What follows belongs to an exercise in optimizing a design on an open flow for small area and a short achievable clock period; a production flow would make more cautious choices. RTL that was checked went through simulation tests only; none was proved equivalent to the original. Only the layout flow was run in runs 2 to 6; the RTL was not checked for function there. Power is estimated from default activity; no workload was simulated.

==> flow/design.v <==
module ramOneHot #(parameter W = 32, parameter D = 64)(
	input clk,
	input [D-1:0] we,
	input [W-1:0] din,
	input [D-1:0] rsel,
	output [W-1:0] dout
);
wire [W-1:0] acc [0:D];
assign acc[0] = {W{1'b0}};
genvar i;
generate
	for (i = 0; i < D; i = i + 1) begin: word
		reg [W-1:0] m;
		always @(posedge clk) if (we[i]) m <= din;
		assign acc[i+1] = acc[i] | (m & {W{rsel[i]}});
	end
endgenerate
assign dout = acc[D];
endmodule
module multiCycleDatapath #(parameter N = 32)(
	input [N-1:0] program_data, addr, init_PC,
	input pmode,
	input clk, reset,
	input SysCallAddr,
	output [1:0] flags,
	output wb_en,
	output [4:0] wb_addr,
	output [N-1:0] wb_data
);
function [3:0] encode;
	input [5:0] op;
	input [5:0] fn;
	begin
		if (op == 6'b000000) begin
			case (fn)
				6'b100000: encode = 4'b1000;
				6'b100010: encode = 4'b1001;
				6'b101010: encode = 4'b1010;
				6'b100100: encode = 4'b1011;
				6'b100110: encode = 4'b1101;
				6'b100111: encode = 4'b1110;
				6'b001000, 6'b001100: encode = 4'b1111;
				default: encode = 4'b1100;
			endcase
		end else begin
			case (op)
				6'b000001, 6'b000010, 6'b000011, 6'b000100, 6'b000101,
				6'b001111: encode = 4'b1111;
				6'b100011: encode = 4'b0111;
				6'b101011: encode = 4'b0001;
				6'b001000: encode = 4'b0000;
				6'b001010: encode = 4'b0010;
				6'b001100: encode = 4'b0011;
				6'b001101: encode = 4'b0110;
				6'b001110: encode = 4'b0101;
				default: encode = 4'b0100;
			endcase
		end
	end
endfunction
wire rst = reset & ~pmode;
reg S0, S1, S2, S3, S4, S5, S6, S7, S8;
reg [N-1:0] PC;
reg [24:0]  IR;             
reg [5:0]   addr_r;         
reg [1:0]   flags_r;
reg         wb_en_r;
reg [4:0]   wb_addr_r;
reg [N-1:0] wb_data_r;
assign flags   = flags_r;
assign wb_en   = wb_en_r;
assign wb_addr = wb_addr_r;
assign wb_data = wb_data_r;
wire [3:0]  cls = IR[24:21];
wire [4:0]  rt  = IR[20:16];
wire [4:0]  rd  = IR[15:11];
wire [15:0] imm = IR[15:0];
wire useY  = cls[3];
wire [2:0] k = cls[2:0];
wire isBR  = (cls == 4'b1111);
wire isMem = ~cls[3] & k[0] & (k[1] == k[2]);    
wire isSW  = (cls == 4'b0001);
wire sub   = (k == 3'b010) | (useY & (k == 3'b001)) | isBR;
wire [63:0] ia_dec = 64'd1 << addr[5:0];
wire [5:0]  fa     = reset ? init_PC[7:2] : PC[7:2];
wire [63:0] fa_dec = 64'd1 << fa;
wire [63:0] da_dec = 64'd1 << addr_r;
wire [31:0] wa_dec = 32'd1 << wb_addr_r;
wire [29:0] fetch;
ramOneHot #(30, 64) IMEM(.clk(clk), .we(ia_dec & {64{pmode}}),
	.din({encode(program_data[31:26], program_data[5:0]), program_data[25:0]}),
	.rsel(fa_dec), .dout(fetch));
reg [29:0] NIR;             
always @(posedge clk) NIR <= fetch;
wire [4:0]  ra = S0 ? NIR[25:21] : rt;
wire [31:0] ra_dec = 32'd1 << ra;
wire [N-1:0] rdata, Y, dout;
ramOneHot #(N, 31) RF(.clk(clk), .we(wa_dec[31:1] & {31{wb_en_r}}), .din(wb_data_r),
	.rsel(ra_dec[31:1]), .dout(rdata));
assign Y = rdata;
reg [N-1:0] X;
always @(posedge clk) if (S0) X <= rdata;
ramOneHot #(N, 64) DMEM(.clk(clk), .we(da_dec & {64{S6}}), .din(Yr),
	.rsel(da_dec), .dout(dout));
function [1:0] f0;
	input [N-1:0] p;
	begin
		f0[1] = (&p[31:2]) & ~p[1] & ~p[0];
		f0[0] = ~p[31] & (&p[30:2]);
	end
endfunction
function zsum;
	input [N-1:0] a, b;
	input cin;
	begin
		zsum = &(~(a ^ b ^ {a[N-2:0] | b[N-2:0], cin}));
	end
endfunction
wire [N-1:0] PCp4 = {PC[31:2] + 30'd1, PC[1:0]};
wire [N-1:0] bimm = {{14{NIR[15]}}, NIR[15:0], 2'b00};
wire [N-1:0] c31a = {1'b0, PCp4[30:0]} + {1'b0, bimm[30:0]};
wire zS1 = zsum(PCp4, bimm, 1'b0);
wire oS1 = (PCp4[31] == bimm[31]) & (c31a[31] ^ PCp4[31]);
wire [N-1:0] BF  = useY ? Y : {{16{imm[15]}}, imm};
wire [N-1:0] BFx = BF ^ {N{sub}};
wire [N:0]   sF  = {X, 1'b1} + {BFx, sub};
wire zE = zsum(X, BFx, sub);
wire oE = (X[31] == BFx[31]) & (sF[N] ^ X[31]);
reg [N-1:0] Yr;
always @(posedge clk) Yr <= Y;
wire [N-1:0] B   = useY ? Yr : {{16{imm[15]}}, imm};
wire [N-1:0] Bx  = B ^ {N{sub}};
wire [N:0]   sR  = {X, 1'b1} + {Bx, sub};
wire [N-1:0] sum = sR[N:1];
wire oR  = (X[31] == Bx[31]) & (sum[31] ^ X[31]);
wire slt = sum[31] & ~oR;
reg [N-1:0] res;
always @(*) begin
	case (k)
		3'b000, 3'b001: res = sum;
		3'b010: res = {{N-1{1'b0}}, slt};
		3'b011: res = X & B;
		3'b100: res = {B[15:0], 16'b0};
		3'b101: res = X ^ B;
		default: res = useY ? ~(X | B) : (X | B);
	endcase
end
always @(posedge clk) begin
	if (rst) begin
		{S0, S1, S2, S3, S4, S5, S6, S7, S8} <= 9'b100000000;
	end else begin
		S0 <= S4 | S5 | S6 | S8;
		S1 <= S0;
		S2 <= S1 & isMem;
		S5 <= S1 & isBR;
		S7 <= S1 & ~isMem & ~isBR;
		S3 <= S2 & ~isSW;
		S6 <= S2 & isSW;
		S4 <= S3;
		S8 <= S7;
	end
	if (rst) PC <= init_PC;
	else if (S0) PC <= PCp4;
	if (S0) IR <= {NIR[29:26], NIR[20:0]};
	addr_r <= sum[5:0];
	if (rst) flags_r <= f0(init_PC);
	else if (S0) flags_r <= {zS1, oS1};
	else if (S1) flags_r <= {zE, oE};
	else flags_r <= f0(PC);
	wb_en_r <= ~rst & (S3 | S7);
	wb_addr_r <= useY ? rd : rt;
	wb_data_r <= S3 ? dout : res;
end
endmodule
==> flow/flow/run.sh <==
#!/bin/bash
# Standard ORFS layout, with repair_timing aiming at a setup slack margin so
# that the optimiser works on the real critical paths (the clock period and
# the SDC are the design's, unchanged).
set -euo pipefail
bash standard.sh SETUP_SLACK_MARGIN=12.5 finish > standard_flow.log 2>&1
==> flow/standard.sh <==
#!/bin/bash
# synth_recipe.tcl (not shown) runs the flow's synth.tcl, then flattens the netlist and writes it again
# the make line also repeats each setting of config.mk as NAME=value (left out here)
make -C /OpenROAD-flow-scripts/flow DESIGN_CONFIG=/design/flow/config.mk WORK_HOME=/design/flow/orfs CLKGATE_MAP_FILE= SYNTH_SCRIPT=/design/flow/synth_recipe.tcl "${@:-finish}"
==> flow/config.mk <==
export PLATFORM = sky130hd
export DESIGN_NAME = multiCycleDatapath
export DESIGN_NICKNAME = multiCycleDatapath
export VERILOG_FILES = /design/flow/design.v
export SDC_FILE = /design/flow/constraint.sdc
export NUM_CORES = 8
export LEC_CHECK = 0
export CAP_MARGIN = 20
export CORE_MARGIN = 2
export CORE_UTILIZATION = 55
export CTS_BUF_LIST = sky130_fd_sc_hd__clkbuf_16
export CTS_CLUSTER_DIAMETER = 60
export CTS_CLUSTER_SIZE = 30
export SLEW_MARGIN = 20
export SYNTH_MEMORY_MAX_BITS = 8192
==> flow/constraint.sdc <==
create_clock -name core_clock -period 17.5 [get_ports {clk}]
set_input_delay 3.5000 -clock core_clock [delete_from_list [all_inputs] [get_ports {clk}]]
set_output_delay 3.5000 -clock core_clock [all_outputs]
set_load 0.01 [all_outputs]
==> summary.txt, run 1 <==
* Cell Area, Synth at 193000 µm²
* Port buffer count at 112
* Via density at 7.69
* Period minus WS final at 5.41 ns
* Area Growth Syn to Fin at 17.0%
* WP depth at 26
* H-tree lvl count at 5
* Post-synthesis mux area share at 0.00200
* DP Wirelength at 422 mm
* Fin. Hold Viols at 0
* Largest family of logic cells by synthesized area: compound AO/OA/AOI/OAI gates
* Asr flop ratio synth at 0
* Synth Area in Compound Gates at 0.117
* Status: no timing/DRC/antenna violations
* GRT Residual Overflow at 0
* Rel. slew slack at 0.153
* Layout cells sized above 1 at 0.207
* Simple-gate share of the synthesized area at 0.0449
* CP required at 18.41 ns
* Synth Flop Type: edfxtp_1
* Number of antenna violations at the first check in global routing at 61
* Clock Latency Late Sink at 1.07 ns
* Hold_buf cts at 0
* Width of the die at 597 µm
* Sequential area share after synthesis at 0.796
* EDFF count, synth at 5049
* Pwr/cell area at 145 nW/µm²
* Finish-stage setup viols at 0
* Max-cap viol count at 0
* Flop and latch count out of synthesis at 5166
* Highest clock rate at 185 MHz
* Leading cell type in the layout, fill and taps excluded: edfxtp_1
* Final Wtd Congestion at 0.925
* Post-DP Area at 204000 µm²
* Dpl ws at 9.31 ns
* Initial DRC Count at 26300
* Final Util at 0.647
* Worst Hold Class: reg -> reg
* Unrepaired setup endpoints after global routing: true
* Post-Synth Adder-Cell Area at 0.0140
* Design Area, Final at 226000 µm²
* Commonest non-fill, non-tap cells in the layout: edfxtp_1 (5049), a22oi_1 (1411), buf_4 (526)
* Final setup TNS at 0 ns
* DRT antenna net count at 0
* Largest net degree at the start of global routing at 71
* CTS tree: built
* Initial Util at 0.553
* Core Box Area at 350000 µm²
* Smallest setup slack after layout at 12.09 ns
* Worst EP arrival at 6.32 ns
* Peak supply drop at 0.144 mV
* Num CTS Buffers at 350
* IO Count at 140
* Avg Cell Area, Syn at 17.7 µm²
* Number of global-route vias before repair at 115000
* Mean routed wirelength per cell at 49.6 µm
* Critical-path top delay cell: or4_1
* Clk_skew at 0.0965 ns
* Synthesized Nets at 11200
* Die area at 356000 µm²
* CTS Sinks at 5166
* Tcrit/Tclk final at 0.309
* FF-to-FF path depth at 26
* Synth Instances at 10900
* WP buf/inv at 8
* Aggregate global-route resource usage at 0.453
* CP delay by family, top: simple AND/OR/NAND/NOR gates
* Post-Synth XOR/XNOR Area at 0.0106
* Rows at 217
* Drt drc at 0
* Fin Hold WS at 0.410 ns
* Distinct cells, synth at 99
* Crit-path max FO at 15
* Pleak at 0.0733 µW
* Synth warnings at 4
* CTS clk-pin slew, worst paths at 0.09 ns
* Total number of vias at 128000
* Slowest stage delay, CP at 0.73 ns
* Nets at 12000
* Longest Clk Path Bufs at 4
* Startpoint Class: register
* Root Buffer: clkbuf_16
* Most frequent cell on the critical path: buf_12
* Critical Path End Type: register
* WS Path Type: reg -> reg
* Pre-antenna DRT Iters at 6
* Routed wire length at 824 mm
* Max Transition Viols Final at 0
* First-pass GRT wire length at 1070 mm
* Die height at 597 µm
* Worst hold stages at 0
* Worst Tran Pin Value at 1.27 ns
-- cells in the mapped netlist (13+ instances only) --
library cell / n / area, µm²
nor4_1: 75 / 469
clkbuf_1: 425 / 1600
xnor2_1: 125 / 1090
dfxtp_1: 117 / 2340
a22o_1: 498 / 4360
a22oi_1: 1433 / 10800
and4_1: 16 / 140
a21oi_1: 139 / 696
xor2_1: 108 / 946
a221oi_1: 495 / 4340
buf_1: 64 / 240
a222oi_1: 42 / 420
o21ai_0: 48 / 240
or4_1: 53 / 398
a31oi_1: 25 / 156
edfxtp_1: 5049 / 152000
nand2_1: 379 / 1420
and3_1: 23 / 144
a21boi_0: 13 / 97.6
a2111oi_0: 13 / 114
nor2b_1: 32 / 200
nand3_1: 124 / 621
a221o_1: 13 / 130
a21o_1: 51 / 383
inv_1: 149 / 559
nand4b_1: 16 / 140
nor3_1: 65 / 325
buf_2: 99 / 495
nor3b_1: 13 / 97.6
nor2_1: 333 / 1250
ha_1: 217 / 2720
o22ai_1: 13 / 81.3
mux2_2: 23 / 259
nand4_1: 345 / 2160
and2_1: 78 / 488
-- worst paths after layout --
kind,startpoint,to,slack [ns]
worst max-delay path,S0$_SDFF_PP1_,flags_r[0]$_DFF_P_,12.09
worst min-delay path,NIR[17]$_DFF_P_,IR[17]$_DFFE_PP_,0.41
worst max register to register,S0$_SDFF_PP1_,flags_r[0]$_DFF_P_,12.09
worst min register to register,NIR[17]$_DFF_P_,IR[17]$_DFFE_PP_,0.41
-- kinds of logic (layout without fill, tap and decap cells) --
logic type	Yosys count	in the layout
other cells	0	67
buf+inv	748	1775
mux	34	34
compound gates	2876	2876
simple gates	1646	1649
fa+ha+maj	217	217
flops	5166	5166
xor+xnor	234	234
-- state kept, by name, indices dropped and copies added, names as in the netlist, 5 cells and up --
register	cells
wb_addr_r	5
addr_r	6
wb_data_r	32
IMEM.word.m	1920
PC	32
X	32
Yr	32
RF.word.m	992
DMEM.word.m	2048
IR	25
NIR	30
-- power by group --
group	total (µW)	internal [µW]	switching (µW)
Clock	9390	4290	5100
Sequential	15500	14900	606
Combinational	7800	2500	5290
Total	32700	21700	11000
-- layer usage --
layer / vias up / track usage / wire [µm] / share of wire
li1: 47000 / - / - / -
met1: 64800 / 0.577 / 263000 / 0.32
met2: 12900 / 0.667 / 354000 / 0.43
met3: 3171 / 0.123 / 126000 / 0.15
met4: 26 / 0.344 / 81100 / 0.098
met5: - / 0 / 167 / 0.00020
-- what timing repair did --
| item | in CTS | in global routing |
|---|---|---|
| setup endpoints to repair | 2146 | 826 |
| gates cloned | 38 | 10 |
| setup buffers | 297 | 86 |
| gates resized for setup | 941 | 307 |
| endpoints found under the hold margin | 0 | 0 |
| pin swaps | 151 | 140 |
-- metrics by stage --
step                power (µW)  cells
finish                   32700  16600
global route             33300  16600
global placement         22100  15500
detailed placement       22200  15500
floorplan                18900  10900
CTS                      32000  16500
-- cell type report --
class	instances	area, µm²
Fill cell	23800	123000
Clock inverter	303	4210
Multi-Input combinational cell	5010	41400
Inverter	149	566
Sequential cell	5166	154000
Timing Repair Buffer	970	11300
Clock buffer	352	8810
Tap cell	4599	5750
Timing Repair inverter	1	5.00
Antenna cell	67	168
==> run 2, diff against run 1 <==
--- a/flow/design.v
+++ b/flow/design.v
@@ -83,6 +83,5 @@
 wire sub   = (k == 3'b010) | (useY & (k == 3'b001)) | isBR;
 wire [63:0] ia_dec = 64'd1 << addr[5:0];
-wire [5:0]  fa     = reset ? init_PC[7:2] : PC[7:2];
-wire [63:0] fa_dec = 64'd1 << fa;
+wire [63:0] pc_dec = 64'd1 << PC[7:2];
 wire [63:0] da_dec = 64'd1 << addr_r;
 wire [31:0] wa_dec = 32'd1 << wb_addr_r;
@@ -90,8 +89,6 @@
 ramOneHot #(30, 64) IMEM(.clk(clk), .we(ia_dec & {64{pmode}}),
 	.din({encode(program_data[31:26], program_data[5:0]), program_data[25:0]}),
-	.rsel(fa_dec), .dout(fetch));
-reg [29:0] NIR;             
-always @(posedge clk) NIR <= fetch;
-wire [4:0]  ra = S0 ? NIR[25:21] : rt;
+	.rsel(pc_dec), .dout(fetch));
+wire [4:0]  ra = S0 ? fetch[25:21] : rt;
 wire [31:0] ra_dec = 32'd1 << ra;
 wire [N-1:0] rdata, Y, dout;
@@ -118,5 +115,5 @@
 endfunction
 wire [N-1:0] PCp4 = {PC[31:2] + 30'd1, PC[1:0]};
-wire [N-1:0] bimm = {{14{NIR[15]}}, NIR[15:0], 2'b00};
+wire [N-1:0] bimm = {{14{fetch[15]}}, fetch[15:0], 2'b00};
 wire [N-1:0] c31a = {1'b0, PCp4[30:0]} + {1'b0, bimm[30:0]};
 wire zS1 = zsum(PCp4, bimm, 1'b0);
@@ -162,5 +159,5 @@
 	if (rst) PC <= init_PC;
 	else if (S0) PC <= PCp4;
-	if (S0) IR <= {NIR[29:26], NIR[20:0]};
+	if (S0) IR <= {fetch[29:26], fetch[20:0]};
 	addr_r <= sum[5:0];
 	if (rst) flags_r <= f0(init_PC);
==> summary.txt, run 2 <==
* Status: no timing/DRC/antenna violations
* Slowest stage delay, CP at 0.55 ns
* Switching power at 13100 µW
* Number of global-route vias before repair at 117000
* Critical Path End Type: register
* Fill count at 24000
* Count leader, synth: edfxtp_1
* EDFF count, synth at 5049
* Rows at 217
* Leading cell type in the layout, fill and taps excluded: edfxtp_1
* Top cells by area, synth: edfxtp_1 (79%), a22oi_1 (4.9%), a221oi_1 (2.1%)
* Worst Tran Pin Value at 1.31 ns
* Capture point of the worst reg-to-reg path: flags_r[0]$_DFF_P_
* Die area at 356000 µm²
* Top flop regs: DMEM.word.m x2048, IMEM.word.m x1920, RF.word.m x992
* Port buffer count at 112
* Synth Flop Type: edfxtp_1
* Via density at 7.48
* Hold_buf cts at 0
* CTS Sinks at 5136
* Synth Instances at 11000
* Max-cap viol count at 0
* Leading area contributor after synthesis: edfxtp_1
* Highest clock rate at 133 MHz
* Asr flop ratio synth at 0
* Period minus WS final at 7.55 ns
* Distinct cells, synth at 95
* CTS clk-pin slew, worst paths at 0.08 ns
* Peak supply drop at 0.157 mV
* CP required at 18.37 ns
* Net Sw Frac at 0.360
* Finish-stage setup viols at 0
* Clock Latency Late Sink at 1.04 ns
* First-pass GRT wire length at 1030 mm
* Critical-path top delay cell: or4_4
* Drt drc at 0
* H-tree lvl count at 5
* Flop pwr share at 0.420
* FF-to-FF path depth at 32
* DP Wirelength at 409 mm
* Final Util at 0.642
* Clk_skew at 0.0818 ns
* Initial Util at 0.552
* Worst EP arrival at 8.41 ns
* Synth warnings at 4
* Area Growth Syn to Fin at 16.3%
* Rel. slew slack at 0.127
* Crit-path max FO at 28
* Logic gate share of total power at 0.334
* Commonest non-fill, non-tap cells in the layout: edfxtp_1 (5049), a22oi_1 (1243), buf_4 (698)
* Longest Clk Path Bufs at 4
* Routed wire length at 780 mm
* Clk network pwr share at 0.246
* Internal Power at 23300 µW
* Pwr/cell area at 162 nW/µm²
* Initial DRC Count at 24800
* GRT Residual Overflow at 0
* Mean routed wirelength per cell at 46.5 µm
* Sequential area share after synthesis at 0.794
* Fin. Hold Viols at 0
* Aggregate global-route resource usage at 0.433
* Synthesized Nets at 11300
* Width of the die at 596 µm
* Flop and latch count out of synthesis at 5136
* Pre-antenna DRT Iters at 8
* Cell Area, Synth at 193000 µm²
* Total number of vias at 126000
* R2R Setup Slk at 9.95 ns
* Number of antenna violations at the first check in global routing at 39
* Most flop-heavy register: DMEM.word.m
* Final setup TNS at 0 ns
* Final Wtd Congestion at 0.915
* Largest net degree at the start of global routing at 70
* Tcrit/Tclk final at 0.431
* Die height at 596 µm
* Setup crit start: PC[7]$_DFFE_PP_
* Core Box Area at 349000 µm²
* Nets at 12200
* Unrepaired setup endpoints after global routing: true
* Startpoint Class: register
* Worst hold stages at 2
* CTS tree: built
* Top cell type's share of synthesized area at 0.785
* Root Buffer: clkbuf_16
* Max Transition Viols Final at 0
* WS Path Type: reg -> reg
* DRT antenna net count at 0
* Pleak at 0.0732 µW
* Layout cells sized above 1 at 0.193
* Worst Setup EP: flags_r[0]$_DFF_P_
* Num CTS Buffers at 340
* IO Count at 140
* Avg Cell Area, Syn at 17.6 µm²
* Max reg flops at 2048
* Synth top cells by count: edfxtp_1 (5049), a22oi_1 (1248), a221oi_1 (456)
* Reg2reg start: PC[7]$_DFFE_PP_
* Worst Hold Class: reg -> reg
## run 2: how the worst min path moves through the flow
stage	start	endpoint
after floorplan	S8$_SDFF_PP0_	S0$_SDFF_PP1_
after global placement	S8$_SDFF_PP0_	S0$_SDFF_PP1_
after detailed placement	S5$_SDFF_PP0_	S0$_SDFF_PP1_
after CTS	S2$_SDFF_PP0_	S3$_SDFF_PP0_
after global routing	S4$_SDFF_PP0_	S0$_SDFF_PP1_
final	S5$_SDFF_PP0_	S0$_SDFF_PP1_
## run 2: worst max-delay path: cells and delay by family, from the launching register on
kind	cells	cell delay [ns]
buffers and inverters	8	1.71
multiplexers	1	0.15
adder cells (fa/ha/maj)	1	0.39
XOR/XNOR	1	0.26
flip-flops	1	0.37
AND/OR/NAND/NOR	12	2.79
AO/OA/AOI/OAI	9	1.72
## run 2: cell families (layout without fill, tap and decap cells)
logic type,Yosys count,after routing,share of synthesized area
flops,5136,5136,0.794
simple gates,1908,1914,0.0515
fa+ha+maj,222,222,0.0144
buf+inv,720,1864,0.0152
xor+xnor,239,239,0.0108
compound gates,2721,2722,0.111
other cells,0,40,0
mux,42,42,0.00229
## run 2: area by class of cell
class / count / area, µm² / area share
antenna: 40 / 100 / 0.000446
clock inverter: 282 / 3600 / 0.0160
clock buffer: 347 / 8680 / 0.0387
inverter: 145 / 547 / 0.00244
multi-input combinational: 5139 / 40500 / 0.181
timing repair buffer: 1090 / 11700 / 0.0521
tap: 4599 / 5750 / 0.0256
sequential: 5136 / 154000 / 0.684
## run 2: power groups by stage
stage                     Clock [µW]  Sequential, µW  Combinational, µW
after floorplan                    0           15800               4870
after global placement             0           15600               9350
after detailed placement           0           15600               9460
after CTS                       8940           15300              11400
after global routing            9360           15300              12500
final                           8970           15300              12200
## run 2: through the flow
step	hold slack (ns)	power (µW)	instance area (µm²)	std cells	setup slack [ns]
after floorplan	0.396	20700	194000	11000	11.32
after global placement	0.409	25000	204000	15600	7.25
after detailed placement	0.426	25100	204000	15600	7.31
after CTS	0.441	35600	223000	16700	10.33
after global routing	0.457	37200	224000	16800	9.87
final	0.441	36500	224000	16800	9.95
## run 2: what timing repair did
| item | in CTS | in global routing |
|---|---|---|
| gates resized for setup | 838 | 165 |
| cloned | 54 | 2 |
| pin swaps | 142 | 86 |
| buffers inserted | 353 | 53 |
| endpoints found under the setup margin | 1671 | 1051 |
## run 2: layer usage
metal	track usage	wire length (µm)	vias to the layer above
li1	-	-	47300
met2	0.643	341000	11600
met3	0.112	115000	2584
met5	0	136	-
met1	0.565	256000	64100
met4	0.294	67300	22
==> run 3, diff against run 2 <==
--- a/flow/flow/run.sh
+++ b/flow/flow/run.sh
@@ -4,3 +4,3 @@
 # the SDC are the design's, unchanged).
 set -euo pipefail
-bash standard.sh SETUP_SLACK_MARGIN=12.5 finish > standard_flow.log 2>&1
+bash standard.sh SETUP_SLACK_MARGIN=13 finish > standard_flow.log 2>&1
==> summary.txt, run 3 <==
* DP Wirelength at 422 mm
* Period minus WS final at 7.63 ns
* Commonest non-fill, non-tap cells in the layout: edfxtp_1 (5049), a22oi_1 (1230), buf_4 (731)
* Die height at 596 µm
* Pre-antenna DRT Iters at 9
* EDFF count, synth at 5049
* Asr flop ratio synth at 0
* Synth Instances at 11000
* Leading cell type in the layout, fill and taps excluded: edfxtp_1
* Final setup TNS at 0 ns
* Design Area, Final at 228000 µm²
* Startpoint Class: register
* Distinct cells, synth at 95
* Count leader, synth: edfxtp_1
* Area Growth Syn to Fin at 18.3%
* Rows at 217
* Fill count at 23600
* Number of antenna violations at the first check in global routing at 72
* Number of global-route vias before repair at 117000
* First-pass GRT wire length at 1050 mm
* Num CTS Buffers at 355
* Final Util at 0.654
* Fin. Hold Viols at 0
* Status: no timing/DRC/antenna violations
* Flop and latch count out of synthesis at 5136
* Synth warnings at 4
* CTS clk-pin slew, worst paths at 0.10 ns
* Final Wtd Congestion at 0.939
* Tcrit/Tclk final at 0.436
* Pwr/cell area at 166 nW/µm²
* Pleak at 0.0749 µW
* GRT Residual Overflow at 0
* Drt drc at 0
* Post-route insts no fill at 17000
* Nets at 12300
* Initial Util at 0.552
* Slowest stage delay, CP at 0.60 ns
* Port buffer count at 112
* Peak supply drop at 0.175 mV
* Rel. slew slack at 0.134
* Unrepaired setup endpoints after global routing: true
* Most flop-heavy register: DMEM.word.m
* CP delay by family, top: compound AO/OA/AOI/OAI gates
* Total number of vias at 129000
* Sequential area share after synthesis at 0.794
* Routed wire length at 805 mm
* Initial DRC Count at 26900
* Avg Cell Area, Syn at 17.6 µm²
* WP buf/inv at 11
* Synthesized Nets at 11300
* Highest clock rate at 131 MHz
* Core Box Area at 349000 µm²
* Die area at 356000 µm²
* Placed instance count at 15600
* Layout cells sized above 1 at 0.214
* CP required at 18.47 ns
* Leading area contributor after synthesis: edfxtp_1
* DRT antenna net count at 0
* Max reg flops at 2048
* Worst EP arrival at 8.60 ns
* Hold_buf cts at 0
* Root Buffer: clkbuf_16
* Width of the die at 596 µm
* CTS tree: built
* Crit-path max FO at 13
* Top cells by area, synth: edfxtp_1 (79%), a22oi_1 (4.9%), a221oi_1 (2.1%)
* Top cell type's share of synthesized area at 0.785
* Aggregate global-route resource usage at 0.445
* Via density at 7.62
* Worst Hold Class: reg -> reg
* Largest net degree at the start of global routing at 71
* H-tree lvl count at 5
* Critical-path top delay cell: or4_4
* IO Count at 140
* Longest Clk Path Bufs at 4
* Top flop regs: DMEM.word.m x2048, IMEM.word.m x1920, RF.word.m x992
* WS Path Type: reg -> reg
* Clock Latency Late Sink at 1.03 ns
* Synth Flop Type: edfxtp_1
* CTS Sinks at 5136
* Max Transition Viols Final at 0
* Clk_skew at 0.0559 ns
* Critical Path End Type: register
* Max-cap viol count at 0
* Mean routed wirelength per cell at 47.4 µm
* Synth top cells by count: edfxtp_1 (5049), a22oi_1 (1248), a221oi_1 (456)
* Worst Tran Pin Value at 1.30 ns
* Cell Area, Synth at 193000 µm²
* Finish-stage setup viols at 0
* Post-DP Area at 204000 µm²
-- run 3: cell types whose count changed in the layout (fill, tap and decap cells not counted), moves of 16 or more --
cell / change
buf_12: +42
buf_4: +33
buf_6: +37
buf_8: +29
clkbuf_16: +18
inv_16: +16
-- run 3: per-layer routing --
| layer | up-vias | global-route usage | routed length, µm |
|---|---|---|---|
| met2 | 13300 | 0.617 | 330000 |
| li1 | 47800 | - | - |
| met3 | 2644 | 0.160 | 143000 |
| met4 | 52 | 0.260 | 61900 |
| met5 | - | 0 | 476 |
| met1 | 65600 | 0.606 | 270000 |
-- run 3: final timing paths --
path              cells past startpoint            start  slack, ns                 end
setup / recovery                     35  PC[6]$_DFFE_PP_       9.87  flags_r[0]$_DFF_P_
setup reg to reg                     35  PC[6]$_DFFE_PP_       9.87  flags_r[0]$_DFF_P_
hold / removal                        2    S2$_SDFF_PP0_       0.44       S3$_SDFF_PP0_
hold reg to reg                       2    S2$_SDFF_PP0_       0.44       S3$_SDFF_PP0_
-- run 3: worst register-to-register path, delay by kind of cell, from the launching register on --
family                     cells  cell delay, ns
AOI/OAI and AO/OA             13            3.07
xor gates and xnor gates       1            0.15
adders and majority gates      1            0.20
buffers and inverters         11            1.81
DFF                            1            0.48
muxes                          1            0.42
and+or+nand+nor                8            1.48
-- run 3: power by group --
| group | internal, µW | leakage (µW) | switching (µW) |
|---|---|---|---|
| logic | 4740 | 0.0222 | 8450 |
| clock network | 4310 | 0.00635 | 5060 |
| registers | 14900 | 0.0463 | 425 |
-- run 3: what timing repair did --
item	in CTS	in global routing
resized for setup	1134	197
pin swaps	181	141
endpoints found under the setup margin	2469	1381
cloned	67	11
setup buffers	447	107
-- run 3: cell families after synthesis --
kind of cell	after synthesis	share of synthesized area
multiplexers	42	0.00229
adder cells (fa/ha/maj)	222	0.0144
XOR/XNOR	239	0.0108
AO/OA/AOI/OAI	2721	0.111
AND/OR/NAND/NOR	1908	0.0515
flip-flops	5136	0.794
buffers and inverters	720	0.0152
-- run 3: final cells by class --
class / instances / area (µm²) / share of cell area
Tap cell: 4599 / 5750 / 0.0252
Clock inverter: 309 / 4210 / 0.0184
Timing Repair inverter: 1 / 7.51 / 0.0000329
Timing Repair Buffer: 1236 / 13900 / 0.0608
Sequential cell: 5136 / 154000 / 0.672
Antenna cell: 52 / 130 / 0.000570
Multi-Input combinational cell: 5140 / 41300 / 0.181
Inverter: 145 / 557 / 0.00244
Clock buffer: 357 / 8930 / 0.0391
-- run 3: through the flow --
step | total power, µW | hold slack [ns] | worst slack, ns
final | 37900 | 0.442 | 9.87
after global routing | 38600 | 0.473 | 9.75
after CTS | 36800 | 0.444 | 10.14
after detailed placement | 25300 | 0.430 | 6.85
after global placement | 25200 | 0.417 | 6.77
after floorplan | 20700 | 0.396 | 11.32
==> run 4, diff against run 3 <==
--- a/flow/design.v
+++ b/flow/design.v
@@ -17,4 +17,27 @@
 endgenerate
 assign dout = acc[D];
+endmodule
+module ramOneHot2 #(parameter W = 32, parameter D = 32)(
+	input clk,
+	input [D-1:0] we,
+	input [W-1:0] din,
+	input [D-1:0] rsel1, rsel2,
+	output [W-1:0] dout1, dout2
+);
+wire [W-1:0] acc1 [0:D];
+wire [W-1:0] acc2 [0:D];
+assign acc1[0] = {W{1'b0}};
+assign acc2[0] = {W{1'b0}};
+genvar i;
+generate
+	for (i = 0; i < D; i = i + 1) begin: word
+		reg [W-1:0] m;
+		always @(posedge clk) if (we[i]) m <= din;
+		assign acc1[i+1] = acc1[i] | (m & {W{rsel1[i]}});
+		assign acc2[i+1] = acc2[i] | (m & {W{rsel2[i]}});
+	end
+endgenerate
+assign dout1 = acc1[D];
+assign dout2 = acc2[D];
 endmodule
 module multiCycleDatapath #(parameter N = 32)(
@@ -60,7 +83,15 @@
 endfunction
 wire rst = reset & ~pmode;
+reg        pm_r;
+reg [5:0]  pa_r;
+reg [29:0] pd_r;
+always @(posedge clk) begin
+	pm_r <= pmode;
+	pa_r <= addr[5:0];
+	pd_r <= {encode(program_data[31:26], program_data[5:0]), program_data[25:0]};
+end
 reg S0, S1, S2, S3, S4, S5, S6, S7, S8;
 reg [N-1:0] PC;
-reg [24:0]  IR;             
+reg [29:0]  IR;             
 reg [5:0]   addr_r;         
 reg [1:0]   flags_r;
@@ -72,5 +103,6 @@
 assign wb_addr = wb_addr_r;
 assign wb_data = wb_data_r;
-wire [3:0]  cls = IR[24:21];
+wire [3:0]  cls = IR[29:26];
+wire [4:0]  rs  = IR[25:21];
 wire [4:0]  rt  = IR[20:16];
 wire [4:0]  rd  = IR[15:11];
@@ -82,21 +114,17 @@
 wire isSW  = (cls == 4'b0001);
 wire sub   = (k == 3'b010) | (useY & (k == 3'b001)) | isBR;
-wire [63:0] ia_dec = 64'd1 << addr[5:0];
+wire [63:0] ia_dec = 64'd1 << pa_r;
 wire [63:0] pc_dec = 64'd1 << PC[7:2];
 wire [63:0] da_dec = 64'd1 << addr_r;
+wire [31:0] rs_dec = 32'd1 << rs;
+wire [31:0] rt_dec = 32'd1 << rt;
 wire [31:0] wa_dec = 32'd1 << wb_addr_r;
 wire [29:0] fetch;
-ramOneHot #(30, 64) IMEM(.clk(clk), .we(ia_dec & {64{pmode}}),
-	.din({encode(program_data[31:26], program_data[5:0]), program_data[25:0]}),
+ramOneHot #(30, 64) IMEM(.clk(clk), .we(ia_dec & {64{pm_r}}), .din(pd_r),
 	.rsel(pc_dec), .dout(fetch));
-wire [4:0]  ra = S0 ? fetch[25:21] : rt;
-wire [31:0] ra_dec = 32'd1 << ra;
-wire [N-1:0] rdata, Y, dout;
-ramOneHot #(N, 31) RF(.clk(clk), .we(wa_dec[31:1] & {31{wb_en_r}}), .din(wb_data_r),
-	.rsel(ra_dec[31:1]), .dout(rdata));
-assign Y = rdata;
-reg [N-1:0] X;
-always @(posedge clk) if (S0) X <= rdata;
-ramOneHot #(N, 64) DMEM(.clk(clk), .we(da_dec & {64{S6}}), .din(Yr),
+wire [N-1:0] X, Y, dout;
+ramOneHot2 #(N, 31) RF(.clk(clk), .we(wa_dec[31:1] & {31{wb_en_r}}), .din(wb_data_r),
+	.rsel1(rs_dec[31:1]), .rsel2(rt_dec[31:1]), .dout1(X), .dout2(Y));
+ramOneHot #(N, 64) DMEM(.clk(clk), .we(da_dec & {64{S6}}), .din(Y),
 	.rsel(da_dec), .dout(dout));
 function [1:0] f0;
@@ -119,17 +147,10 @@
 wire zS1 = zsum(PCp4, bimm, 1'b0);
 wire oS1 = (PCp4[31] == bimm[31]) & (c31a[31] ^ PCp4[31]);
-wire [N-1:0] BF  = useY ? Y : {{16{imm[15]}}, imm};
-wire [N-1:0] BFx = BF ^ {N{sub}};
-wire [N:0]   sF  = {X, 1'b1} + {BFx, sub};
-wire zE = zsum(X, BFx, sub);
-wire oE = (X[31] == BFx[31]) & (sF[N] ^ X[31]);
-reg [N-1:0] Yr;
-always @(posedge clk) Yr <= Y;
-wire [N-1:0] B   = useY ? Yr : {{16{imm[15]}}, imm};
+wire [N-1:0] B   = useY ? Y : {{16{imm[15]}}, imm};
 wire [N-1:0] Bx  = B ^ {N{sub}};
-wire [N:0]   sR  = {X, 1'b1} + {Bx, sub};
-wire [N-1:0] sum = sR[N:1];
-wire oR  = (X[31] == Bx[31]) & (sum[31] ^ X[31]);
-wire slt = sum[31] & ~oR;
+wire [N-1:0] sum = X + Bx + {{N-1{1'b0}}, sub};
+wire zE = zsum(X, Bx, sub);
+wire oE = (X[31] == Bx[31]) & (sum[31] ^ X[31]);
+wire slt = sum[31] & ~oE;
 reg [N-1:0] res;
 always @(*) begin
@@ -159,5 +180,5 @@
 	if (rst) PC <= init_PC;
 	else if (S0) PC <= PCp4;
-	if (S0) IR <= {fetch[29:26], fetch[20:0]};
+	if (S0) IR <= fetch;
 	addr_r <= sum[5:0];
 	if (rst) flags_r <= f0(init_PC);
--- a/flow/flow/run.sh
+++ b/flow/flow/run.sh
@@ -4,3 +4,3 @@
 # the SDC are the design's, unchanged).
 set -euo pipefail
-bash standard.sh SETUP_SLACK_MARGIN=13 finish > standard_flow.log 2>&1
+bash standard.sh SETUP_SLACK_MARGIN=12 finish > standard_flow.log 2>&1
==> summary.txt, run 4 <==
* Total number of vias at 137000
* Pleak at 0.0735 µW
* Synth warnings at 4
* H-tree lvl count at 5
* Peak supply drop at 0.233 mV
* Highest clock rate at 175 MHz
* Number of antenna violations at the first check in global routing at 50
* Period minus WS final at 5.73 ns
* Max reg flops at 2048
* Core Box Area at 355000 µm²
* Mean routed wirelength per cell at 50.3 µm
* Aggregate global-route resource usage at 0.477
* CTS Sinks at 5114
* Slowest stage delay, CP at 0.53 ns
* Layout cells sized above 1 at 0.195
* WP buf/inv at 6
* Tcrit/Tclk final at 0.327
* Most flop-heavy register: DMEM.word.m
* Synth Instances at 11600
* Final setup TNS at 0 ns
* CTS tree: built
* Status: no timing/DRC/antenna violations
* Asr flop ratio synth at 0
* Synth Flop Type: edfxtp_1
* Critical-path top delay cell: edfxtp_1
* Met3 wire len at 141 mm
* Clk_skew at 0.104 ns
* First-pass GRT wire length at 1150 mm
* Commonest non-fill, non-tap cells in the layout: edfxtp_1 (5022), a22oi_1 (1756), buf_4 (753)
* CTS clk-pin slew, worst paths at 0.08 ns
* EDFF count, synth at 5022
* Finish-stage setup viols at 0
* DP Wirelength at 464 mm
* Clock Latency Late Sink at 1.06 ns
* Pwr/cell area at 194 nW/µm²
* Cell Area, Synth at 196000 µm²
* IO Count at 140
* Rel. slew slack at 0.132
* Worst Tran Pin Value at 1.30 ns
* Critical Path End Type: register
* WS Path Type: reg -> reg
* CP delay by family, top: compound AO/OA/AOI/OAI gates
* Top cell type's share of synthesized area at 0.771
* Area Growth Syn to Fin at 17.0%
* Met2 Wirelength at 365 mm
* Routed wire length at 879 mm
* Startpoint Class: register
* DRT antenna net count at 0
* Num CTS Buffers at 360
* Final Wtd Congestion at 0.948
* Distinct cells, synth at 94
* Number of global-route vias before repair at 126000
* Unrepaired setup endpoints after global routing: true
* Final total power at 44300 µW
* Leading cell type in the layout, fill and taps excluded: edfxtp_1
* Leading area contributor after synthesis: edfxtp_1
* Worst Hold Class: reg -> reg
* Crit-path max FO at 11
* Synthesized Nets at 11800
* GRT Residual Overflow at 0
* Die height at 600 µm
* Max-cap viol count at 0
* Fin. Hold Viols at 0
* Pre-antenna DRT Iters at 9
* Worst EP arrival at 6.61 ns
* Synth top cells by count: edfxtp_1 (5022), a22oi_1 (1765), a221oi_1 (556)
* Largest net degree at the start of global routing at 66
* Width of the die at 600 µm
* Root Buffer: clkbuf_16
* Top flop regs: DMEM.word.m x2048, IMEM.word.m x1920, RF.word.m x992
* Die area at 361000 µm²
* Drt drc at 0
* Via density at 7.83
* Top cells by area, synth: edfxtp_1 (77%), a22oi_1 (6.8%), a221oi_1 (2.5%)
* Flop and latch count out of synthesis at 5114
* Longest Clk Path Bufs at 4
* Sequential area share after synthesis at 0.780
* CP required at 18.38 ns
* Metal-1 WL at 283 mm
* Rows at 219
* Initial Util at 0.551
* Top layer in use: met5
* Max Transition Viols Final at 0
* Count leader, synth: edfxtp_1
* Nets at 12600
* Initial DRC Count at 29100
* Avg Cell Area, Syn at 16.9 µm²
* Port buffer count at 112
-- run 4: changes by cell type in the layout (fill, tap and decap cells not counted), moves of 69 or more --
cell / before / now
buf_6: 167 / 92
a22oi_1: 1230 / 1756
a22o_1: 446 / 515
ha_1: 211 / 140
nand3_1: 218 / 291
a221oi_1: 425 / 496
-- run 4: where the power goes --
group / switching, µW / internal [µW] / total, µW
Clock: 5030 / 4530 / 9560
Combinational: 11900 / 6140 / 18000
Sequential: 300 / 16400 / 16700
Total: 17200 / 27100 / 44300
-- run 4: through the flow --
step	utilization	instance area [µm²]	hold slack (ns)	worst slack [ns]	instances
after floorplan	-	196000	0.396	11.58	11600
after global placement	0.582	207000	0.411	9.15	16300
after detailed placement	0.582	207000	0.423	9.14	16300
after CTS	0.639	227000	0.439	12.00	17300
after global routing	0.644	229000	0.477	11.70	17400
final	0.645	229000	0.437	11.77	17500
-- run 4: layout make-up --
| cell class | instances | area, µm² |
|---|---|---|
| multi-input cells | 5564 | 44100 |
| fillers | 24800 | 126000 |
| inverters | 187 | 704 |
| clock buffers | 366 | 9160 |
| well taps | 4751 | 5940 |
| flip-flops and latches | 5114 | 153000 |
| clock inverters | 303 | 4240 |
| repair buffers | 1137 | 11800 |
| diodes | 52 | 130 |
-- run 4: metal layers --
layer | global-route usage | vias to the layer above
li1 | - | 50000
met1 | 0.610 | 68700
met2 | 0.677 | 14300
met3 | 0.149 | 3722
met4 | 0.380 | 28
met5 | 0 | -
-- run 4: worst reg2reg max path, stage by stage, from the launching register on --
cell      delay, ns
edfxtp_1       0.53
buf_6          0.20
nand2b_4       0.10
buf_12         0.12
buf_4          0.11
nor2_4         0.09
buf_4          0.22
buf_16         0.21
a221oi_2       0.34
nand4_1        0.17
or3_4          0.44
mux2_4         0.38
xnor2_4        0.17
ha_4           0.32
a21o_1         0.16
a21o_1         0.20
a21oi_4        0.21
a211oi_4       0.12
nor2_2         0.18
o21a_4         0.21
buf_6          0.13
o31ai_4        0.07
o41a_1         0.44
xor2_1         0.16
a221oi_1       0.25
o21ai_1        0.09
-- run 4: worst paths after layout --
kind	from	endpoint	slack [ns]	depth (start not counted)
setup reg to reg	IR[16]$_DFFE_PP_	wb_data_r[30]$_DFF_P_	11.77	25
hold reg to reg	S8$_SDFF_PP0_	S0$_SDFF_PP1_	0.44	2
setup / recovery	IR[16]$_DFFE_PP_	wb_data_r[30]$_DFF_P_	11.77	25
hold / removal	S8$_SDFF_PP0_	S0$_SDFF_PP1_	0.44	2
-- run 4: logic make-up after synthesis --
family	count (synthesis)	share of synthesized area
flip-flops	5114	0.780
AO/OA/AOI/OAI	3213	0.130
AND/OR/NAND/NOR	1952	0.0514
buffers and inverters	886	0.0175
adder cells (fa/ha/maj)	175	0.0112
XOR/XNOR	171	0.00769
multiplexers	45	0.00245
-- run 4: timing repair --
item,CTS,global route
hold endpoints to repair,0,0
gates cloned,44,8
setup buffers,360,78
setup endpoints to repair,79,27
pin swaps,171,71
resized for setup,668,149
hold buffers,0,0
==> run 5, diff against run 4 <==
==> flow/run.sh (new file) <==
#!/bin/bash
# synth_recipe.tcl (not shown) runs the flow's synth.tcl, then flattens the netlist and writes it again
# the make line also repeats each setting of config.mk as NAME=value (left out here)
make -C /OpenROAD-flow-scripts/flow DESIGN_CONFIG=/design/flow/config.mk WORK_HOME=/design/flow/orfs CLKGATE_MAP_FILE= SYNTH_SCRIPT=/design/flow/synth_recipe.tcl finish
--- a/flow/config.mk
+++ b/flow/config.mk
@@ -6,4 +6,5 @@
 export NUM_CORES = 8
 export LEC_CHECK = 0
+export ABC_CLOCK_PERIOD_IN_PS = 5000
 export CAP_MARGIN = 20
 export CORE_MARGIN = 2
removed: flow/flow/run.sh
removed: flow/standard.sh
==> summary.txt, run 5 <==
* CTS clk-pin slew, worst paths at 0.09 ns
* Initial DRC Count at 28200
* Tcrit/Tclk final at 0.496
* CTS tree: built
* Smallest setup slack after layout at 8.81 ns
* Fin Hold WS at 0.451 ns
* Sequential area share after synthesis at 0.780
* Crit-path max FO at 65
* Mean routed wirelength per cell at 49.8 µm
* Dpl ws at 8.89 ns
* Flop and latch count out of synthesis at 5114
* Leading area contributor after synthesis: edfxtp_1
* Period minus WS final at 8.69 ns
* Hold_buf cts at 0
* EDFF count, synth at 5022
* Final Wtd Congestion at 0.929
* Crit-path cells: nand2b_1 -> nor3_2 -> buf_4 -> a22o_1 -> a221oi_1 -> and3_1 -> nand4_1 -> buf_4 -> mux2_2 -> xnor2_1 -> ha_1 -> nand3_1 -> o221ai_1 -> nand3_1 -> a211oi_1 -> nor2_1 -> o21a_1 -> o21ai_0 -> nand2_1 -> mux2i_1 -> a21oi_1 -> a211oi_1
* Distinct cells, synth at 94
* CTS Sinks at 5114
* Aggregate global-route resource usage at 0.459
* Number of antenna violations at the first check in global routing at 37
* Commonest non-fill, non-tap cells in the layout: edfxtp_1 (5022), a22oi_1 (1765), a221oi_1 (556)
* Post-route insts no fill at 16900
* Synthesized Nets at 11800
* Net Sw Frac at 0.387
* Internal Power at 24100 µW
* Die area at 361000 µm²
* Placed instance count at 16200
* Layout cells sized above 1 at 0.135
* Num CTS Buffers at 350
* Initial Util at 0.551
* Max reg flops at 2048
* WS Path Type: reg -> reg
* Nets at 12100
* Post-CTS Resized at 0
* Longest Clk Path Bufs at 4
* CP required at 18.31 ns
* Leading cell type in the layout, fill and taps excluded: edfxtp_1
* Number of global-route vias before repair at 122000
* Count leader, synth: edfxtp_1
* Clk_skew at 0.0631 ns
* Routed wire length at 842 mm
* Startpoint Class: register
* Die height at 600 µm
* Rel. slew slack at 0.152
* Asr flop ratio synth at 0
* Pre-antenna DRT Iters at 7
* Switching power at 15200 µW
* Top flop regs: DMEM.word.m x2048, IMEM.word.m x1920, RF.word.m x992
* DRT antenna net count at 0
* Critical Path End Type: register
* Clock Latency Late Sink at 1.02 ns
* Final setup TNS at 0 ns
* Max-cap viol count at 0
* Top cells by area, synth: edfxtp_1 (77%), a22oi_1 (6.8%), a221oi_1 (2.5%)
* Largest net degree at the start of global routing at 66
* H-tree lvl count at 5
* Area Growth Syn to Fin at 12.1%
* Fin. Hold Viols at 0
* IO Count at 140
* Highest clock rate at 115 MHz
* Most flop-heavy register: DMEM.word.m
* Pwr/cell area at 179 nW/µm²
* Worst EP arrival at 9.50 ns
* Total number of vias at 132000
* Pleak at 0.0689 µW
* Rows at 219
* Via density at 7.80
* Port buffer count at 112
* Synth top cells by count: edfxtp_1 (5022), a22oi_1 (1765), a221oi_1 (556)
* # Post-CTS Setup Buffers at 0
* Critical-path top delay cell: edfxtp_1
* Worst Tran Pin Value at 1.27 ns
* Root Buffer: clkbuf_16
* Peak supply drop at 0.223 mV
* Cell Area, Synth at 196000 µm²
* Synth Instances at 11600
* Core Box Area at 355000 µm²
* Max Transition Viols Final at 0
* Finish-stage setup viols at 0
* Worst Hold Class: reg -> reg
* Flop pwr share at 0.431
* First-pass GRT wire length at 1110 mm
* Top cell type's share of synthesized area at 0.771
* Width of the die at 600 µm
* Clk network pwr share at 0.235
* Avg Cell Area, Syn at 16.9 µm²
* Status: no timing/DRC/antenna violations
* Logic gate share of total power at 0.334
* GRT Residual Overflow at 0
* DP Wirelength at 463 mm
* Synth Flop Type: edfxtp_1
* Drt drc at 0
* Unrepaired setup endpoints after global routing: false
* Synth warnings at 4
* Slowest stage delay, CP at 0.84 ns
[run 5: changes by cell type in the layout (fill, tap and decap cells not counted), moves of 26 or more]
cell       delta
dfxtp_4      -30
a221oi_2     -56
or4_4        -26
ha_1         +34
buf_12      -103
a221oi_1     +60
buf_6        -92
buf_4       -242
bufbuf_16    -34
[run 5: area by class of cell]
class	instances	area (µm²)
inverters	187	702
clock buffers	357	8930
diodes	35	87.6
well taps	4751	5940
flip-flops and latches	5114	153000
fillers	25700	136000
repair buffers	625	5010
multi-input cells	5556	42000
clock inverters	291	3930
[run 5: cells by family after synthesis]
family | after synthesis | share of synthesized area
xor+xnor | 171 | 0.00769
simple gates | 1952 | 0.0514
flops | 5114 | 0.780
compound gates | 3213 | 0.130
mux | 45 | 0.00245
fa+ha+maj | 175 | 0.0112
buf+inv | 886 | 0.0175
[run 5: critical path: cells and delay by family, from the launching register on]
family	cells	cell delay, ns
mux	2	0.55
compound gates	8	2.57
xor+xnor	1	0.10
fa+ha+maj	1	0.53
buf+inv	2	1.41
flops	1	0.84
simple gates	8	2.37
[run 5: path summary, 6_finish.rpt]
| kind | startpoint | end | slack, ns | cells past startpoint |
|---|---|---|---|---|
| min | S7$_SDFF_PP0_ | S8$_SDFF_PP0_ | 0.45 | 1 |
| max | IR[16]$_DFFE_PP_ | wb_data_r[24]$_DFF_P_ | 8.81 | 22 |
| max reg2reg | IR[16]$_DFFE_PP_ | wb_data_r[24]$_DFF_P_ | 8.81 | 22 |
| min reg2reg | S7$_SDFF_PP0_ | S8$_SDFF_PP0_ | 0.45 | 1 |
[run 5: metal layers]
metal / part of all wire / wire length, µm / track usage
met1: 0.33 / 277000 / 0.601
met5: 0.00034 / 286 / 0.00159
met4: 0.091 / 76300 / 0.323
met3: 0.15 / 127000 / 0.121
met2: 0.43 / 362000 / 0.671
[run 5: power by group through the flow]
stage / clock network (µW) / registers [µW] / logic [µW]
after global routing: 9640 / 16900 / 13500
final: 9250 / 16900 / 13100
after detailed placement: 0 / 17200 / 12500
after floorplan: 0 / 17100 / 6780
after CTS: 9230 / 16900 / 12600
after global placement: 0 / 17200 / 12300
[run 5: per-stage QoR]
stage          area, µm²  utilization  total power [µW]
2_1_floorplan     196000            -             23900
3_3_place_gp      206000        0.581             29500
3_5_place_dp      206000        0.581             29700
4_1_cts           219000        0.617             38700
5_1_grt           219000        0.617             40100
6_report          219000        0.618             39300
==> run 6, diff against run 5 <==
--- a/flow/design.v
+++ b/flow/design.v
@@ -1,44 +1,2 @@
-module ramOneHot #(parameter W = 32, parameter D = 64)(
-	input clk,
-	input [D-1:0] we,
-	input [W-1:0] din,
-	input [D-1:0] rsel,
-	output [W-1:0] dout
-);
-wire [W-1:0] acc [0:D];
-assign acc[0] = {W{1'b0}};
-genvar i;
-generate
-	for (i = 0; i < D; i = i + 1) begin: word
-		reg [W-1:0] m;
-		always @(posedge clk) if (we[i]) m <= din;
-		assign acc[i+1] = acc[i] | (m & {W{rsel[i]}});
-	end
-endgenerate
-assign dout = acc[D];
-endmodule
-module ramOneHot2 #(parameter W = 32, parameter D = 32)(
-	input clk,
-	input [D-1:0] we,
-	input [W-1:0] din,
-	input [D-1:0] rsel1, rsel2,
-	output [W-1:0] dout1, dout2
-);
-wire [W-1:0] acc1 [0:D];
-wire [W-1:0] acc2 [0:D];
-assign acc1[0] = {W{1'b0}};
-assign acc2[0] = {W{1'b0}};
-genvar i;
-generate
-	for (i = 0; i < D; i = i + 1) begin: word
-		reg [W-1:0] m;
-		always @(posedge clk) if (we[i]) m <= din;
-		assign acc1[i+1] = acc1[i] | (m & {W{rsel1[i]}});
-		assign acc2[i+1] = acc2[i] | (m & {W{rsel2[i]}});
-	end
-endgenerate
-assign dout1 = acc1[D];
-assign dout2 = acc2[D];
-endmodule
 module multiCycleDatapath #(parameter N = 32)(
 	input [N-1:0] program_data, addr, init_PC,
@@ -114,18 +72,20 @@
 wire isSW  = (cls == 4'b0001);
 wire sub   = (k == 3'b010) | (useY & (k == 3'b001)) | isBR;
-wire [63:0] ia_dec = 64'd1 << pa_r;
-wire [63:0] pc_dec = 64'd1 << PC[7:2];
-wire [63:0] da_dec = 64'd1 << addr_r;
-wire [31:0] rs_dec = 32'd1 << rs;
-wire [31:0] rt_dec = 32'd1 << rt;
-wire [31:0] wa_dec = 32'd1 << wb_addr_r;
-wire [29:0] fetch;
-ramOneHot #(30, 64) IMEM(.clk(clk), .we(ia_dec & {64{pm_r}}), .din(pd_r),
-	.rsel(pc_dec), .dout(fetch));
-wire [N-1:0] X, Y, dout;
-ramOneHot2 #(N, 31) RF(.clk(clk), .we(wa_dec[31:1] & {31{wb_en_r}}), .din(wb_data_r),
-	.rsel1(rs_dec[31:1]), .rsel2(rt_dec[31:1]), .dout1(X), .dout2(Y));
-ramOneHot #(N, 64) DMEM(.clk(clk), .we(da_dec & {64{S6}}), .din(Y),
-	.rsel(da_dec), .dout(dout));
+reg [29:0]  imem [0:63];
+reg [N-1:0] dmem [0:63];
+reg [N-1:0] rf   [1:31];
+always @(posedge clk) begin
+	if (pm_r) imem[pa_r] <= pd_r;
+end
+wire [29:0] fetch = imem[PC[7:2]];
+wire [N-1:0] X = (rs == 5'd0) ? {N{1'b0}} : rf[rs];
+wire [N-1:0] Y = (rt == 5'd0) ? {N{1'b0}} : rf[rt];
+always @(posedge clk) begin
+	if (wb_en_r && wb_addr_r != 5'd0) rf[wb_addr_r] <= wb_data_r;
+end
+always @(posedge clk) begin
+	if (S6) dmem[addr_r] <= Y;
+end
+wire [N-1:0] dout = dmem[addr_r];
 function [1:0] f0;
 	input [N-1:0] p;
==> flow/config.mk (replaced) <==
export PLATFORM = sky130hd
export DESIGN_NAME = multiCycleDatapath
export DESIGN_NICKNAME = multiCycleDatapath
export VERILOG_FILES = /design/flow/design.v
export SDC_FILE = /design/flow/constraint.sdc
export NUM_CORES = 8
export LEC_CHECK = 0
export CAP_MARGIN = 20
export CORE_MARGIN = 2
export CORE_UTILIZATION = 40
export SLEW_MARGIN = 20
export SYNTH_MEMORY_MAX_BITS = 8192
==> summary.txt, run 6 <==
* Max reg flops at 2048
* Startpoint Class: register
* Post-Synth Adder-Cell Area at 0.0114
* Die height at 720 µm
* Top flop regs: dmem x2048, imem x1920, rf x992
* Fill count at 42400
* Most flop-heavy register: dmem
* Aggregate global-route resource usage at 0.229
* DP Wirelength at 339 mm
* CTS tree: built
* Highest clock rate at 117 MHz
* Pleak at 0.0726 µW
* Status: no timing/DRC/antenna violations
* Rel. slew slack at 0.171
* Flop and latch count out of synthesis at 5130
* H-tree lvl count at 6
* Layout cells sized above 1 at 0.240
* Fin Hold WS at 0.372 ns
* Post-CTS Resized at 0
* Final Wtd Congestion at 0.873
* Finish-stage setup viols at 0
* Die area at 519000 µm²
* Top cells by area, synth: edfxtp_1 (73%), mux4_2 (13%), a22oi_1 (2.6%)
* Final setup TNS at 0 ns
* Pre-antenna DRT Iters at 5
* Width of the die at 720 µm
* DRT antenna net count at 0
* Initial Util at 0.401
* WS Path Type: reg -> reg
* Tcrit/Tclk final at 0.487
* Clk_skew at 0.0765 ns
* Root Buffer: clkbuf_16
* Initial DRC Count at 14000
* Core Box Area at 512000 µm²
* Hold_sp: S8$_SDFF_PP0_
* Max-cap viol count at 0
* Synth warnings at 1
* Peak supply drop at 0.290 mV
* Top cell type's share of synthesized area at 0.735
* FF/Latch Area at 153000 µm²
* Synth Flop Type: edfxtp_1
* Smallest setup slack after layout at 8.99 ns
* Final Util at 0.458
* First-pass GRT wire length at 847 mm
* EDFF count, synth at 5022
* Mean routed wirelength per cell at 34.1 µm
* Hold_buf cts at 0
* Critical Path End Type: register
* Area Growth Syn to Fin at 14.2%
* Synth Instances at 10300
* CP required at 18.46 ns
* Leading area contributor after synthesis: edfxtp_1
* Cell Area, Synth at 205000 µm²
* Routed wire length at 608 mm
* Clock Latency Late Sink at 1.08 ns
* Synth Area in Compound Gates at 0.0603
* Fin. Hold Viols at 0
* Sequential area share after synthesis at 0.745
* Crit-path max FO at 90
* GRT Residual Overflow at 0
* Via density at 6.17
* Avg Cell Area, Syn at 20.0 µm²
* Leading cell type in the layout, fill and taps excluded: edfxtp_1
* Number of antenna violations at the first check in global routing at 31
* Max Transition Viols Final at 0
* Nets at 10900
* Dpl ws at 8.93 ns
* Total number of vias at 110000
* Drt drc at 0
* Period minus WS final at 8.51 ns
* Worst Tran Pin Value at 1.23 ns
* Port buffer count at 112
* Distinct cells, synth at 83
* Worst EP arrival at 9.48 ns
* IO Count at 140
* Unrepaired setup endpoints after global routing: false
* Post-synthesis mux area share at 0.139
* Simple-gate share of the synthesized area at 0.0209
* Worst Hold Class: reg -> reg
* CTS Sinks at 5130
* Number of global-route vias before repair at 110000
* Pwr/cell area at 188 nW/µm²
* CTS clk-pin slew, worst paths at 0.06 ns
* Count leader, synth: edfxtp_1
* Commonest non-fill, non-tap cells in the layout: edfxtp_1 (5022), mux4_2 (1203), a22oi_1 (722)
* FF-to-FF path depth at 20
* Longest Clk Path Bufs at 4
* Worst hold stages at 2
* # Post-CTS Setup Buffers at 0
* Multi-input gate area at 50800 µm²
* Post-Synth XOR/XNOR Area at 0.00760
* Largest net degree at the start of global routing at 148
* Synthesized Nets at 10600
* Synth top cells by count: edfxtp_1 (5022), mux4_2 (1203), a22oi_1 (722)
* Asr flop ratio synth at 0
* Rows at 263
* Largest family of logic cells by synthesized area: multiplexers
* Num CTS Buffers at 531
[run 6: cell count changes in the layout (fill, tap and decap cells not counted), moves of 251 or more]
cell,delta
a221oi_1,-385
mux4_2,+1203
nand4_1,-263
a22oi_1,-1043
a22o_1,-368
nand3_1,-251
[run 6: layer usage]
metal	vias to the layer above	GRT usage	routed length [µm]
li1	44200	-	-
met1	58700	0.306	232000
met2	5859	0.373	292000
met3	1174	0.0409	55400
met4	20	0.0937	28400
met5	-	0	130
[run 6: layout make-up]
class                   count  share of cell area
flip-flops and latches   5130               0.653
inverters                 172             0.00275
well taps                6757              0.0361
multi-input cells        4327               0.217
clock buffers             686              0.0607
clock inverters           269              0.0125
diodes                     13            0.000139
repair buffers            481              0.0180
[run 6: critical path, cell delays in order, from the launching register on]
cell and delay [ns]:
dfxtp_4 0.88, buf_12 0.63, buf_12 0.60, buf_4 0.93, mux4_2 0.62, mux4_2 0.48, nand2_1 0.08, a21oi_1 0.23
inv_2 0.18, mux2i_2 0.15, fa_1 0.52, a21o_1 0.22, a21oi_1 0.29, o21a_1 0.22, o32a_1 0.28, nor3b_1 0.10
o31ai_1 0.63, o21ai_0 0.27, or4b_1 0.55, o31a_1 0.12, o21ai_1 0.12
[run 6: worst paths after layout]
kind,slack [ns],end
setup reg to reg,8.99,wb_data_r[28]$_DFF_P_
hold reg to reg,0.37,S0$_SDFF_PP1_
setup / recovery,8.99,wb_data_r[28]$_DFF_P_
hold / removal,0.37,S0$_SDFF_PP1_
[run 6: power breakdown]
| group | internal (µW) | leakage, µW | switching [µW] | total (µW) |
|---|---|---|---|---|
| logic | 5450 | 0.0182 | 10800 | 16200 |
| registers | 16100 | 0.0461 | 616 | 16700 |
| clock network | 6360 | 0.00833 | 4810 | 11200 |
| total | 27900 | 0.0726 | 16200 | 44200 |
[run 6: logic make-up (layout without fill, tap and decap cells)]
kind of cell             Yosys count  in the layout
other                              0             13
AO/OA/AOI/OAI                   1698           1698
AND/OR/NAND/NOR                  919            919
flip-flops                      5130           5130
adder cells (fa/ha/maj)          187            187
XOR/XNOR                         176            176
buffers and inverters            811           1608
multiplexers                    1347           1347
[run 6: per-stage QoR]
| stage | instance area (µm²) | instances | power, µW |
|---|---|---|---|
| 2_1_floorplan | 205000 | 10300 | 26400 |
| 3_3_place_gp | 217000 | 16900 | 32800 |
| 3_5_place_dp | 217000 | 16900 | 33100 |
| 4_1_cts | 234000 | 17800 | 44200 |
| 5_1_grt | 234000 | 17800 | 45700 |
| 6_report | 234000 | 17800 | 44200 |

==> separate check: timing with driven ports <==
No port has a modelled driver above. Below, the same layouts with a new extraction and two added sets of constraints. Step 1 assumes that a clkbuf_16 drives the clock port and a buf_2 every other input. Step 2 moves the port delays by t, midway between the first and last clock arrival at a register: inputs arrive t later, outputs are due t later. That takes back most of the time a late clock gives input paths. a / b / c = ideal / step 1 / step 2; a / b = the first two.
| run | t, ns | setup slack, ns | hold slack, ns | worst setup path after step 2 |
|---|---|---|---|---|
| run 1 | 1.144 | 12.093 / 12.093 / 11.030 | 0.410 / 0.410 / 0.410 | input to register |
| run 2 | 1.113 | 9.954 / 9.954 / 9.954 | 0.441 / 0.441 / 0.441 | register to register |
| run 3 | 1.124 | 9.871 / 9.871 / 9.871 | 0.442 / 0.442 / 0.442 | register to register |
| run 4 | 1.137 | 11.772 / 11.772 / 11.361 | 0.437 / 0.437 / 0.437 | input to register |
| run 5 | 1.103 | 8.814 / 8.814 / 8.814 | 0.451 / 0.451 / 0.451 | register to register |
| run 6 | 1.155 | 8.985 / 8.985 / 8.985 | 0.372 / 0.372 / 0.372 | register to register |
After both steps every run listed still meets setup and hold. For run 1, which loses most, drivers alone change the setup slack by 0.000 ns; drivers and shift together by -1.063 ns.
